What follows belongs to an exercise in optimizing a design on an open flow for small area and a short achievable clock period; a production flow would make more cautious choices. Function was checked by simulation only, so behaviour that the tests miss may differ from the original. The clock input has no modelled driver; a real chip could not lean on it and would need a root buffer or a full tree.

== job 2357 ==
## c6288_top
module c6288_top (
  input         clk,
  input  [15:0] a,
  input  [15:0] b,
  output [31:0] p
);
Size: ~64 flip-flops, about 65 I/O pins, about 7900 µm² of cells after synthesis.
clock: 15.0 ns
lec_check: 0
cap_margin: 20
core_margin: 2
core_utilization: 65
slew_margin: 20
synth_hierarchical: 1
synth_minimum_keep_size: 0
standard.sh (not shown) runs the stock make flow with config.mk's settings and CLKGATE_MAP_FILE= SYNTH_SCRIPT=/design/flow/synth_recipe.tcl, a recipe that flattens the netlist after the stock synthesis.
==> flow/flow/run.sh <==
#!/bin/bash
set -uo pipefail
source flow/params.sh
export RES=orfs/results/sky130hd/c6288_top/base
ARGS=(MATCH_CELL_FOOTPRINT=0 "BUFFER_PORTS_ARGS=-buffer_cell $PORT_BUF" SETUP_SLACK_MARGIN=$SETUP_MARGIN $EXTRA)
if [ -n "${CTS_OPTS:-}" ]; then ARGS+=("CTS_ARGS=$CTS_OPTS"); fi
bash standard.sh "${ARGS[@]}" floorplan > std_floorplan.log 2>&1 || exit 1
if [ -n "$IN_FF" ]; then
  IN_FF=$IN_FF openroad -no_init -exit flow/upsize.tcl > upsize.log 2>&1 || exit 1
fi
bash standard.sh "${ARGS[@]}" cts > std_cts.log 2>&1 || exit 1
if [ -n "$SKEW_CELLS" ]; then
  SKEW_CELLS="$SKEW_CELLS" ROOT_CELL="${ROOT_CELL:-}" P_GROUP="${P_GROUP:-8}" IN_ROOTS="${IN_ROOTS:-2}" openroad -no_init -exit flow/${SKEW_TCL:-skew.tcl} > skew.log 2>&1 || exit 1
fi
bash standard.sh "${ARGS[@]}" finish > std_finish.log 2>&1
st=$?
cp orfs/logs/sky130hd/c6288_top/base/*.log . 2>/dev/null
exit $st
==> flow/flow/params.sh <==
SETUP_MARGIN=10.5
PORT_BUF=sky130_fd_sc_hd__buf_1
IN_FF=sky130_fd_sc_hd__dfxtp_2
SKEW_CELLS="sky130_fd_sc_hd__clkdlybuf4s50_1 sky130_fd_sc_hd__clkbuf_8"
EXTRA="SKIP_CTS_REPAIR_TIMING=1 REMOVE_ABC_BUFFERS=1 SETUP_MOVE_SEQUENCE=sizeup,swap"
CTS_OPTS="-sink_clustering_enable -repair_clock_nets -dont_use_dummy_load -buf_list {sky130_fd_sc_hd__clkbuf_4 sky130_fd_sc_hd__clkbuf_8}"
SKEW_TCL="skew2.tcl"
ROOT_CELL="sky130_fd_sc_hd__clkbuf_16"
P_GROUP="8"
IN_ROOTS="3"
Other scripts of this flow, unchanged in this note and not shown: flow/flow/skew.tcl, flow/flow/skew2.tcl, flow/flow/upsize.tcl
Job 2357 has completed all stages; timing, DRC and antenna checks passed.
#### Input delta (job 5084 over job 2357)
-- flow/flow/params.sh --
<<< job 2357, line 1
SETUP_MARGIN=10.5
PORT_BUF=sky130_fd_sc_hd__buf_1
IN_FF=sky130_fd_sc_hd__dfxtp_2
>>> job 5084, line 1
SETUP_MARGIN=10.7
PORT_BUF=sky130_fd_sc_hd__buf_1
IN_FF=sky130_fd_sc_hd__dfxtp_2
==> comparison <==
Compared with job 2357, job 5084 shows design area that has gone up slightly.
Of job 5084 and job 2357, job 5084 shows the lower cell depth of the worst setup path, with job 2357 above it.
Diff job 5084 and job 2357: share of the core filled with cells lower in job 2357
Summary: shortest clock period the worst path allows after layout, job 5084 better than job 2357
Job 5084 has completed all stages; timing, DRC and antenna checks passed.
Sort job 5084 and job 2357 by overall via count from detail_route asc -> top: job 2357
On worst setup slack: job 5084 sits above job 2357.
--- input diff job 5084..job 5910 ---
==> flow/flow/params.sh <==
SETUP_MARGIN=11.0
PORT_BUF=sky130_fd_sc_hd__buf_1
IN_FF=sky130_fd_sc_hd__dfxtp_2
SKEW_CELLS="sky130_fd_sc_hd__clkdlybuf4s25_1 sky130_fd_sc_hd__clkbuf_8"
EXTRA="SKIP_CTS_REPAIR_TIMING=1 REMOVE_ABC_BUFFERS=1 SETUP_MOVE_SEQUENCE=sizeup,swap"
CTS_OPTS="-sink_clustering_enable -repair_clock_nets -dont_use_dummy_load -buf_list {sky130_fd_sc_hd__clkbuf_4 sky130_fd_sc_hd__clkbuf_8}"
SKEW_TCL="skew2.tcl"
ROOT_CELL="sky130_fd_sc_hd__clkbuf_16"
P_GROUP="8"
IN_ROOTS="3"
Notes after the runs:
Cmp job 5910 and job 5084 / routed length on met2 / lower: job 5084
Diff job 5084 -> job 5910: wire length of the first global-routing pass has remained practically unchanged.
Job 5084 vs job 5910, worst-path cell with the longest stage delay: sky130_fd_sc_hd__dfxtp_1 vs sky130_fd_sc_hd__fa_1
The logic depth of the worst setup path including buffers number comes out higher for job 5910 vs job 5084.
On post-layout instance count excluding filler cells, job 5910 and job 5084 are neck and neck.
In every run of this note, the design's own scripts or RTL, not TritonCTS, make the clock network.


c6288_top, a different RTL version from the one above (not shown whole).
Size in the first run: about 790 cells after synthesis, about 65 I/O pins, roughly 8000 µm² of cells after synthesis.
export LEC_CHECK = 0
export CAP_MARGIN = 20
export CORE_MARGIN = 2
export CORE_UTILIZATION = 40
export SLEW_MARGIN = 20
export SYNTH_HIERARCHICAL = 1
export SYNTH_MINIMUM_KEEP_SIZE = 0
create_clock -name core_clock -period 15.0 [get_ports {clk}]
==> flow/flow/run.sh <==
#!/bin/bash
# Layout flow: the standard flow (standard synthesis unchanged), with
# small port buffers and timing repair aimed at a tighter setup target than
# the clock period needs. The clock period and constraints are unchanged.
set -uo pipefail
source flow/params.sh
bash standard.sh \
  SETUP_SLACK_MARGIN=$SETUP_MARGIN \
  MATCH_CELL_FOOTPRINT=0 \
  "BUFFER_PORTS_ARGS=-buffer_cell $PORT_BUF" \
  $EXTRA finish > standard.log 2>&1
st=$?
cp orfs/logs/sky130hd/c6288_top/base/*.log . 2>/dev/null
exit $st
==> flow/flow/params.sh <==
SETUP_MARGIN=0
PORT_BUF=sky130_fd_sc_hd__buf_1
EXTRA=""
The first run finished with timing, DRC and antenna clean.
Edit:
==> flow/flow/params.sh (replaced) <==
SETUP_MARGIN=10.6
PORT_BUF=sky130_fd_sc_hd__buf_1
EXTRA=""
The changed run completed with no timing, DRC or antenna violations.
Global-route usage climbs by 1.6 points.
Wire length goes up by about 11%.
Die area is unchanged.
Non-clock buffer count is higher by 66.
Maximum frequency goes up by 18%.
Count of clock-buffer cells in the layout shrinks by 1.
Final cell count came out higher by about 6%.
Sequential share of layout area goes down by 0.26 points.
First-iteration DRC count goes up by about 40%.
Register-to-register slack improves by 870 ps.


c6288_top with an RTL version that a note above also has.
Size: roughly 65 I/O pins, roughly 7900 sq um of cells after synthesis.
==> flow/design.v (excerpt) <==
module c6288_top (
  input         clk,
  input  [15:0] a,
  input  [15:0] b,
  output [31:0] p
);
clock: 15.0 ns
lec_check: 0
cap_margin: 20
core_margin: 2
core_utilization: 65
slew_margin: 20
synth_hierarchical: 1
synth_minimum_keep_size: 0
==> flow/flow/run.sh <==
#!/bin/bash
set -uo pipefail
source flow/params.sh
export RES=orfs/results/sky130hd/c6288_top/base
ARGS=(MATCH_CELL_FOOTPRINT=0 "BUFFER_PORTS_ARGS=-buffer_cell $PORT_BUF" SETUP_SLACK_MARGIN=$SETUP_MARGIN $EXTRA)
if [ -n "${CTS_OPTS:-}" ]; then ARGS+=("CTS_ARGS=$CTS_OPTS"); fi
bash standard.sh "${ARGS[@]}" floorplan > std_floorplan.log 2>&1 || exit 1
if [ -n "$IN_FF" ]; then
  IN_FF=$IN_FF openroad -no_init -exit flow/upsize.tcl > upsize.log 2>&1 || exit 1
fi
bash standard.sh "${ARGS[@]}" cts > std_cts.log 2>&1 || exit 1
if [ -n "$SKEW_CELLS" ]; then
  SKEW_CELLS="$SKEW_CELLS" ROOT_CELL="${ROOT_CELL:-}" P_GROUP="${P_GROUP:-8}" IN_ROOTS="${IN_ROOTS:-2}" openroad -no_init -exit flow/${SKEW_TCL:-skew.tcl} > skew.log 2>&1 || exit 1
fi
bash standard.sh "${ARGS[@]}" finish > std_finish.log 2>&1
st=$?
cp orfs/logs/sky130hd/c6288_top/base/*.log . 2>/dev/null
exit $st
==> flow/flow/params.sh <==
SETUP_MARGIN=10.9
PORT_BUF=sky130_fd_sc_hd__buf_1
IN_FF=sky130_fd_sc_hd__dfxtp_2
SKEW_CELLS="sky130_fd_sc_hd__clkdlybuf4s50_1 sky130_fd_sc_hd__clkbuf_8"
EXTRA="SKIP_CTS_REPAIR_TIMING=1 REMOVE_ABC_BUFFERS=1 SETUP_MOVE_SEQUENCE=sizeup,swap"
CTS_OPTS="-sink_clustering_enable -repair_clock_nets -dont_use_dummy_load -buf_list {sky130_fd_sc_hd__clkbuf_4 sky130_fd_sc_hd__clkbuf_8}"
SKEW_TCL="skew2.tcl"
ROOT_CELL="sky130_fd_sc_hd__clkbuf_16"
P_GROUP="8"
IN_ROOTS="3"
Other scripts of this flow, unchanged in this note and not shown: flow/flow/skew.tcl, flow/flow/skew2.tcl, flow/flow/upsize.tcl
The first run produced a clean layout.
==> next run, changes <==
--- a/flow/flow/params.sh
+++ b/flow/flow/params.sh
@@ -1 +1 @@
-SETUP_MARGIN=10.9
+SETUP_MARGIN=10.7
@@ -10 +10 @@
-IN_ROOTS="3"
+IN_ROOTS="2"
Via count went up slightly.
Die area is unchanged.
Wire length decreases slightly.
Register-to-register slack got worse by 0.03 ns.
Global-route usage falls by 0.17 points.
==> next run, changes <==
--- a/flow/flow/params.sh
+++ b/flow/flow/params.sh
@@ -1 +1 @@
-SETUP_MARGIN=10.7
+SETUP_MARGIN=10.6
@@ -10 +10 @@
-IN_ROOTS="2"
+IN_ROOTS="3"
PLACE_DENSITY = 0.8   (was default)
The changed run finished with timing, DRC and antenna clean.
Utilization went down by 0.51 points.
Synthesized cell count is unchanged.
Design area went down by 0.72%.
Sequential share of layout area went up by 0.15 points.
Clock skew went up by 0.0048 ns.
Global-route usage went up by 1.1 points.
Fmax went down by 1.9%.
==> next run, changes <==
CORE_UTILIZATION = 80   (was 65)
PLACE_DENSITY = default   (was 0.8)
The changed run completed without violations.
Area after synthesis stays the same.
Routed wire length goes up by 4.0%.
Global-route usage came out higher by 5.6 points.
Setup slack gains 0.011 ns.
No run of this note takes its clock network from TritonCTS; it comes from the design's own scripts or RTL.

[port drivers added, routing unchanged]
How much do the figures lean on ideal ports? The routed layouts below were timed once more, with nothing changed but the port constraints. Step 1 assumes that a clkbuf_16 drives the clock port and a buf_2 every other input. Step 2, shift: input delay + t, output delay - t, t = (earliest + latest rising clock arrival at the registers) / 2. This alone moves slack from input paths to output paths. Three values: ideal, step 1, step 2; two values: the first two.
run	t, ns	setup slack, ns	clock arrival spread, ns	worst register clock-pin slew, ns	worst slew at a driven data input, ns
job 2357	0.533	10.658 / 10.632 / 10.658	0.682 / 0.683	0.09 / 0.09	0.04
job 5084	0.530	10.733 / 10.661 / 10.837	0.672 / 0.672	0.09 / 0.09	0.04
job 5910	0.419	10.641 / 10.641 / 10.641	0.451 / 0.450	0.09 / 0.09	0.04
the first run of note 2	0.383	9.296 / 9.296 / 9.296	0.007 / 0.006	0.06 / 0.06	0.05
the second run of note 2	0.391	10.170 / 10.170 / 10.170	0.008 / 0.008	0.06 / 0.06	0.05
the first run of note 3	0.533	10.753 / 10.681 / 10.863	0.680 / 0.679	0.09 / 0.09	0.04
the second run of note 3	0.529	10.729 / 10.666 / 10.828	0.662 / 0.662	0.09 / 0.09	0.04
the third run of note 3	0.526	10.644 / 10.644 / 10.644	0.668 / 0.667	0.08 / 0.08	0.04
the fourth run of note 3	0.550	10.656 / 10.584 / 10.711	0.710 / 0.711	0.10 / 0.10	0.04
In 7 of these runs the clock reaches the registers at very different times; t lies between them, and the last value is a rough guide only.
